This is an optimization exercise on Yosys and OpenROAD, whose aim is small area, not a production implementation. Function was checked by simulation only, so behaviour that the tests miss may differ from the original.

## dtmf
module dtmf
(
	input	wire			clk,
	input	wire			rst,
	input	wire			valid,
	input	wire	[11:0]	data,
	output	reg				newKey,
	output	wire	 [7:0]	theKey,
	output	reg				dtmf_valid,
	output	wire	 [3:0]	dtmf_data
);
Size in the first run: about 29 I/O pins, roughly 24,000 um^2 of cells after synthesis.
export LEC_CHECK = 0
export ABC_AREA = 1
export CAP_MARGIN = 20
export CORE_MARGIN = 2
export CORE_UTILIZATION = 40
export CTS_BUF_LIST = sky130_fd_sc_hd__clkbuf_16
export CTS_CLUSTER_DIAMETER = 100
export CTS_CLUSTER_SIZE = 30
export SLEW_MARGIN = 20
create_clock -name core_clock -period 20.0 [get_ports {clk}]
run.sh (not shown) runs the stock make flow with config.mk's settings and CLKGATE_MAP_FILE= SYNTH_SCRIPT=/design/flow/synth_recipe.tcl, a recipe that flattens the netlist after the stock synthesis.
The starting point finished with timing, DRC and antenna clean.
Next try:
--- a/flow/design.v
+++ b/flow/design.v
@@ -32,24 +32,25 @@
 		3'd6: kneg = 12'd2478;
 		default: kneg = 12'd2950;
 	endcase
 endfunction
 reg [4:0] ph;
 wire [1:0] k  = ph[1:0];
 wire [2:0] sf = ph[4:2];
 wire slot_end = (k == 2'd3);
 reg [7:0] cnt;					 
 wire vn = valid && (cnt != 8'd0);	 
 wire vc = valid && (cnt == 8'd0);	 
 reg [11:0] xr;					 
+reg [11:0] x0r;					 
 reg pend;						 
 reg combp;						 
 reg sact;						 
 reg cmode;						 
 reg [2:0] scnt;					 
 reg have;						 
 always @ (posedge clk)
 begin
 	if (rst)
 	begin
 		ph <= 0;
 		cnt <= 0;
@@ -85,46 +86,42 @@
 				combp <= 1'b0;
 				pend <= 1'b0;
 			end
 			else
 				sact <= 1'b0;
 		end
 		else if (vn)
 			pend <= 1'b1;
 	end
 end
 always @ (posedge clk)
 begin
-	if (valid) xr <= data;
+	if (vn) xr <= data;
+	if (vc) x0r <= data;
 end
-reg mact;						 
-reg [6:0] mt;					 
-reg fpar;						 
-wire r0w = mact && (mt < 7'd32) && !mt[2];
 reg [139:0] q1s;				 
 reg [159:0] q2s;				 
 reg [19:0] res;					 
 wire [4:0] q1t = q1s[4:0];
 wire [4:0] q2t = q2s[4:0];
-wire [19:0] sxr = {{8{xr[11]}}, xr};
-reg [4:0] xd;
+wire [19:0] sx0 = {{8{x0r[11]}}, x0r};
+reg [4:0] x0d;
 always @*
 	case (k)
-		2'd0: xd = sxr[4:0];
-		2'd1: xd = sxr[9:5];
-		2'd2: xd = sxr[14:10];
-		default: xd = sxr[19:15];
+		2'd0: x0d = sx0[4:0];
+		2'd1: x0d = sx0[9:5];
+		2'd2: x0d = sx0[14:10];
+		default: x0d = sx0[19:15];
 	endcase
-wire own = (sf[0] == fpar);
-wire [4:0] dq = cmode ? (own ? q2t : q2s[144:140]) : q1t;
+wire [4:0] dq = cmode ? x0d : q1t;		 
 wire [4:0] eq = cmode ? 5'd0 : q2t;		 
 wire [11:0] Cf = coef(sf);
 wire [17:0] C16 = {2'b00, Cf, 4'd0};
 wire [23:0] r0 = dq[0] ? {12'd0, Cf}       : 24'd0;
 wire [23:0] r1 = dq[1] ? {11'd0, Cf, 1'b0} : 24'd0;
 wire [23:0] r2 = dq[2] ? {10'd0, Cf, 2'b0} : 24'd0;
 wire [23:0] r3 = dq[3] ? {9'd0, Cf, 3'b0}  : 24'd0;
 wire [17:0] r4 = dq[4] ? (slot_end ? (18'd0 - C16) : C16) : 18'd0;
 wire e5 = slot_end & eq[4];
 wire [23:0] r4x = {6'd0, ~r4[17], r4[16:0]};			 
 wire [23:0] rex = {7'd0, e5, ~eq, 11'd0};				 
 localparam [23:0] KM = 24'hFD0800;
@@ -140,39 +137,39 @@
 csa #(24) mf_ (m5s, m5c, m4c, m6s, m6c);
 wire [23:0] S_u;
 rca #(24) mz (m6s, m6c, S_u);
 wire signed [23:0] S = S_u;
 wire ovf = !((&S[19:15]) || !(|S[19:15]));
 wire [19:0] q1n = ovf ? (S[23] ? 20'h80000 : 20'h7ffff) : {S[15:0], lowb};
 always @ (posedge clk)
 begin
 	accm <= S[23:5];
 	lowb <= S[4:1];
 	res <= (sact && slot_end) ? q1n : {q1t, res[19:5]};
 	q1s <= {res[4:0], q1s[139:5]};
-	q2s <= {(sact ? dq : (r0w ? xd : q2t)), q2s[159:5]};
+	q2s <= {(sact ? dq : q2t), q2s[159:5]};
 end
 reg mpend;
-reg mdo;						 
+reg mact;
+reg [6:0] mt;
 reg [2:0] ms;
 reg eng;
 reg [2:0] mf;
 reg [19:0] M1, M2;
 reg signed [32:0] V;
 reg signed [32:0] ACC;
 reg stk;
 reg [7:0] pressed;
 reg decide;
-wire mslot = mact && (mt < 7'd64) && (mt[2:0] == (mt[5] ? 3'd4 : 3'd0)) && !(mt == 7'd32);
-wire mload = mslot && mdo;
+wire mload = mact && (mt < 7'd64) && (mt[2:0] == (mt[5] ? 3'd4 : 3'd0)) && !(mt == 7'd32);
 wire [11:0] mc = coef(mf);
 wire [11:0] kn = kneg(mf);
 wire [12:0] kx = {kn, 1'b0};
 wire vph = (ms < 3'd3);
 wire dph = !vph;
 reg [2:0] kw_hi, kw_lo;
 always @*
 	case (ms)
 		3'd0: begin kw_hi = kx[12:10]; kw_lo = kx[10:8]; end
 		3'd1: begin kw_hi = kx[8:6];   kw_lo = kx[6:4]; end
 		default: begin kw_hi = kx[4:2]; kw_lo = kx[2:0]; end
 	endcase
@@ -233,49 +230,44 @@
 begin
 	if (rst)
 	begin
 		mpend <= 0;
 		mact <= 0;
 		mt <= 0;
 		eng <= 0;
 		decide <= 0;
 	end
 	else
 	begin
 		decide <= 0;
-		if (vc)
-		begin
-			mpend <= 1'b1;
-			mdo <= have;
-		end
+		if (vc && have) mpend <= 1'b1;
 		if (mact) mt <= mt + 7'd1;
-		if (mact && mt == 7'd0) fpar <= sf[0];
-		if (slot_end && (mpend || vc))
+		if (slot_end && (mpend || (vc && have)))
 		begin
 			mact <= 1'b1;
 			mt <= 0;
 			mpend <= 1'b0;
 		end
 		if (mload)
 		begin
 			eng <= 1'b1;
 		end
 		else if (eng && ms == 3'd7)
 		begin
 			eng <= 1'b0;
 		end
 		if (mact && mt == 7'd68)
 		begin
 			mact <= 1'b0;
-			decide <= mdo;
+			decide <= 1'b1;
 		end
 	end
 end
 always @ (posedge clk)
 begin
 	if (mload)
 	begin
 		M1 <= q1s[19:0];
 		M2 <= q2s[19:0];
 		mf <= sf;
 	end
 	ms <= mload ? 3'd0 : ms + 3'd1;
Global-route usage rises by 0.18 points.
Synthesized area rises by 0.90%.
Routed wire length stays flat.
Worst setup slack improved by 0.14 ns.
Critical path depth falls by 1.
Via count falls by 0.78%.
Core utilization rises by 0.26 points.
Synthesized cell count falls by 0.37%.

## port drivers added, routing unchanged
The results above use ideal ports. As a check the final layouts listed here were re-extracted and re-timed, cells and wires unchanged. Step 1 (the two cells are an assumption about what drives the block):
set clk [get_ports {clk}]
set_driving_cell -lib_cell sky130_fd_sc_hd__clkbuf_16 $clk
set_driving_cell -lib_cell sky130_fd_sc_hd__buf_2 [delete_from_list [all_inputs] $clk]
Step 2 also shifts input and output timing later by t, the mid clock arrival at the registers, as if the neighbouring blocks saw the same clock. Three values: ideal, step 1, step 2; two values: the first two.
run | shift t [ns] | setup slack, ns | clock arrival spread, ns | worst register clock-pin slew, ns
the first run | 0.644 | 4.676 / 4.676 / 4.676 | 0.034 / 0.034 | 0.12 / 0.12
the second run | 0.656 | 4.814 / 4.814 / 4.814 | 0.018 / 0.018 | 0.12 / 0.12
After both steps setup and hold are still met in every run listed.
